From an optimization exercise on the open Yosys and OpenROAD flow, aimed at small area and a short achievable clock period; shortcuts taken in it are not production practice. The RTL was checked by simulation tests, not by an equivalence proof against the original design. No activity file was given, so power comes from the tool's default toggle rates.

## cpu
module cpu (
    input clk,
    input reset,
    output reg [31:0] iaddr,
    input [31:0] idata,
    output reg [31:0] daddr,
    input [31:0] drdata,
    output reg [31:0] dwdata,
    output reg [3:0] dwe,
    output [32*32-1:0] registers
);
clock: 12.0 ns
lec_check: 0
cap_margin: 40
core_margin: 2
core_utilization: 30
cts_buf_list: sky130_fd_sc_hd__clkbuf_8
cts_cluster_diameter: 50
cts_cluster_size: 16
gpl_routability_driven: 0
place_density: 0.55
setup_slack_margin: 4.5
slew_margin: 20
synth_hierarchical: 1
tns_end_percent: 10
standard.sh (not shown) runs the stock make flow with config.mk's settings and CLKGATE_MAP_FILE= SYNTH_SCRIPT=/design/flow/synth_recipe.tcl, a recipe that flattens the netlist after the stock synthesis.
==> flow/flow/run.sh <==
#!/bin/bash
# Standard ORFS layout (the standard.sh) with four changes: the port
# buffers use the smallest buffer cell, global routing reserves more of
# met1/met2 (flow/fastroute.tcl) so that detailed routing converges sooner,
# clock tree synthesis adds no dummy loads, and timing repair may resize
# cells to other footprints at every stage (the platform allows that only
# after global routing).
set -euo pipefail
HERE=$(pwd)
bash standard.sh BUFFER_PORTS_ARGS="-buffer_cell sky130_fd_sc_hd__buf_1" \
    FASTROUTE_TCL="$HERE/flow/fastroute.tcl" \
    CTS_ARGS="-sink_clustering_enable -repair_clock_nets -dont_use_dummy_load -buf_list sky130_fd_sc_hd__clkbuf_8 -sink_clustering_size 16 -sink_clustering_max_diameter 50" \
    MATCH_CELL_FOOTPRINT=0 \
    finish > make_finish.log 2>&1
==> flow/flow/fastroute.tcl <==
# Global routing resources: leave more of met1 and met2 free than the
# platform default, so that more wiring goes to the upper layers.
set_global_routing_layer_adjustment met1 0.5
set_global_routing_layer_adjustment met2 0.3
set_global_routing_layer_adjustment met3-$::env(MAX_ROUTING_LAYER) 0.15

set_routing_layers -clock $::env(MIN_CLK_ROUTING_LAYER)-$::env(MAX_ROUTING_LAYER)
set_routing_layers -signal $::env(MIN_ROUTING_LAYER)-$::env(MAX_ROUTING_LAYER)
Then changed:
--- a/flow/config.mk
+++ b/flow/config.mk
@@ -12,8 +12,7 @@
 export CTS_CLUSTER_DIAMETER = 50
 export CTS_CLUSTER_SIZE = 16
-export GPL_ROUTABILITY_DRIVEN = 0
-export PLACE_DENSITY = 0.55
-export SETUP_SLACK_MARGIN = 4.5
+export PLACE_DENSITY = 0.5
+export SETUP_SLACK_MARGIN = 5
 export SLEW_MARGIN = 20
 export SYNTH_HIERARCHICAL = 1
-export TNS_END_PERCENT = 10
+export TNS_END_PERCENT = 25
Effect:
- core utilization rose by 3.9 points
- cell count went up by 3.8%
- maximum frequency is higher by 1.0%
- area after synthesis does not change
- count of clock-buffer cells in the layout grows by 21
- total power rose by 6.4%
- die area stays the same
Then changed:
--- a/flow/config.mk
+++ b/flow/config.mk
@@ -6,5 +6,5 @@
 export NUM_CORES = 4
 export LEC_CHECK = 0
-export CAP_MARGIN = 40
+export CAP_MARGIN = 20
 export CORE_MARGIN = 2
 export CORE_UTILIZATION = 30
@@ -13,6 +13,6 @@
 export CTS_CLUSTER_SIZE = 16
 export PLACE_DENSITY = 0.5
-export SETUP_SLACK_MARGIN = 5
+export SETUP_SLACK_MARGIN = 4.5
 export SLEW_MARGIN = 20
 export SYNTH_HIERARCHICAL = 1
-export TNS_END_PERCENT = 25
+export TNS_END_PERCENT = 10
Result: Power fell by a few percent; via count fell by a few percent; setup slack is worse by 0.057 ns; sequential share of layout area rose by 3.2 points; wire length fell by a few percent; hold slack stays flat; utilization fell by 4.6 points; flip-flop and latch count stays the same; die area does not change.
Then changed:
--- a/flow/config.mk
+++ b/flow/config.mk
@@ -6,7 +6,7 @@
 export NUM_CORES = 4
 export LEC_CHECK = 0
-export CAP_MARGIN = 20
+export CAP_MARGIN = 40
 export CORE_MARGIN = 2
-export CORE_UTILIZATION = 30
+export CORE_UTILIZATION = 26
 export CTS_BUF_LIST = sky130_fd_sc_hd__clkbuf_8
 export CTS_CLUSTER_DIAMETER = 50
The changed run produced a clean layout.
Sequential share of layout area is lower by 0.84 points.
Setup slack loses 0.13 ns.
Non-clock buffer count is higher by 118.
Die area is higher by about 15%.
Critical path depth is lower by 2.
Final area is higher by 2.9%.
Combinational power is higher by about 7%.
Routed wire length is higher by about 6%.
Clock-buffer cell count is higher by 8.

* * *

Another version of the RTL of cpu (not shown whole).
For scale: ~1200 I/O pins, roughly 54000 µm² of cells after synthesis.
Settings: LEC_CHECK=0, CAP_MARGIN=40, CORE_MARGIN=2, CORE_UTILIZATION=30, CTS_BUF_LIST=sky130_fd_sc_hd__clkbuf_8, CTS_CLUSTER_DIAMETER=50, CTS_CLUSTER_SIZE=16, PLACE_DENSITY=0.5, SETUP_SLACK_MARGIN=4.5, SLEW_MARGIN=20, SYNTH_HIERARCHICAL=1, TNS_END_PERCENT=10; clock period 12.0 ns.
Scripts as last shown in full above: flow/flow/run.sh, flow/flow/fastroute.tcl
The baseline passed the timing, design-rule and antenna checks.
Edit:
CAP_MARGIN = 20   (was 40)
The changed run passed the timing, design-rule and antenna checks.
Wire length came out higher slightly.
Design area hardly moves.
Power came out higher slightly.

* * *

cpu with an RTL version that a note above also has.
Size: roughly 5900 cells after synthesis, ~1200 I/O pins, roughly 54000 µm² of cells after synthesis.
==> flow/config.mk <==
export PLATFORM = sky130hd
export DESIGN_NAME = cpu
export DESIGN_NICKNAME = cpu
export VERILOG_FILES = /design/flow/design.v
export SDC_FILE = /design/flow/constraint.sdc
export NUM_CORES = 4
export LEC_CHECK = 0
export CAP_MARGIN = 40
export CORE_MARGIN = 2
export CORE_UTILIZATION = 30
export CTS_BUF_LIST = sky130_fd_sc_hd__clkbuf_8
export CTS_CLUSTER_DIAMETER = 50
export CTS_CLUSTER_SIZE = 16
export PLACE_DENSITY = 0.5
export SETUP_SLACK_MARGIN = 4.5
export SLEW_MARGIN = 20
export SYNTH_HIERARCHICAL = 1
export TNS_END_PERCENT = 10
==> flow/constraint.sdc <==
create_clock -name core_clock -period 12.0 [get_ports {clk}]
set_input_delay 2.4000 -clock core_clock [delete_from_list [all_inputs] [get_ports {clk}]]
set_output_delay 2.4000 -clock core_clock [all_outputs]
set_load 0.01 [all_outputs]
Scripts as last shown in full above: flow/flow/run.sh, flow/flow/fastroute.tcl
The first run passed the timing, design-rule and antenna checks.
Rerun with:
- CORE_UTILIZATION: 30 -> 36
- PLACE_DENSITY: 0.5 -> 0.6
Effect: Cell area is lower by 0.93%. Setup slack is worse by 62 ps. Power is lower by about 3.3%.

-- what the ideal ports hide --
In the flow no input, the clock included, has a driving cell. The finished layouts below were timed again as built, in two steps.
Step 1 (the two cells are an assumption about what drives the block):
set clk [get_ports {clk}]
set_driving_cell -lib_cell sky130_fd_sc_hd__clkbuf_16 $clk
set_driving_cell -lib_cell sky130_fd_sc_hd__buf_2 [delete_from_list [all_inputs] $clk]
Step 2 also shifts input and output timing later by t, the mid clock arrival at the registers, as if the neighbouring blocks saw the same clock.
Three values: no drivers, after step 1, after step 2; two values: the first two.
run	t, ns	setup slack, ns	worst setup path after step 2	slew at the worst register clock pin (ns)	worst slew at a driven data input, ns
the first run of note 1	0.995	3.558 / 3.531 / 3.366	input to register	0.10 / 0.10	0.08
the second run of note 1	1.029	3.645 / 3.587 / 3.587	input to output	0.10 / 0.10	0.09
the third run of note 1	1.022	3.587 / 3.521 / 3.287	input to register	0.11 / 0.11	0.09
the fourth run of note 1	1.054	3.461 / 3.390 / 3.241	input to register	0.10 / 0.10	0.12
the first run of note 2	1.059	3.767 / 3.676 / 3.439	input to register	0.10 / 0.10	0.09
the second run of note 2	1.011	3.681 / 3.590 / 3.413	input to register	0.10 / 0.10	0.09
the first run of note 3	1.018	3.714 / 3.659 / 3.373	input to register	0.10 / 0.10	0.07
the second run of note 3	0.961	3.652 / 3.579 / 3.399	input to register	0.11 / 0.11	0.10
After both steps every run listed still meets setup and hold. For the first run of note 3, which loses most, drivers alone change the setup slack by -0.055 ns; drivers and shift together by -0.341 ns.
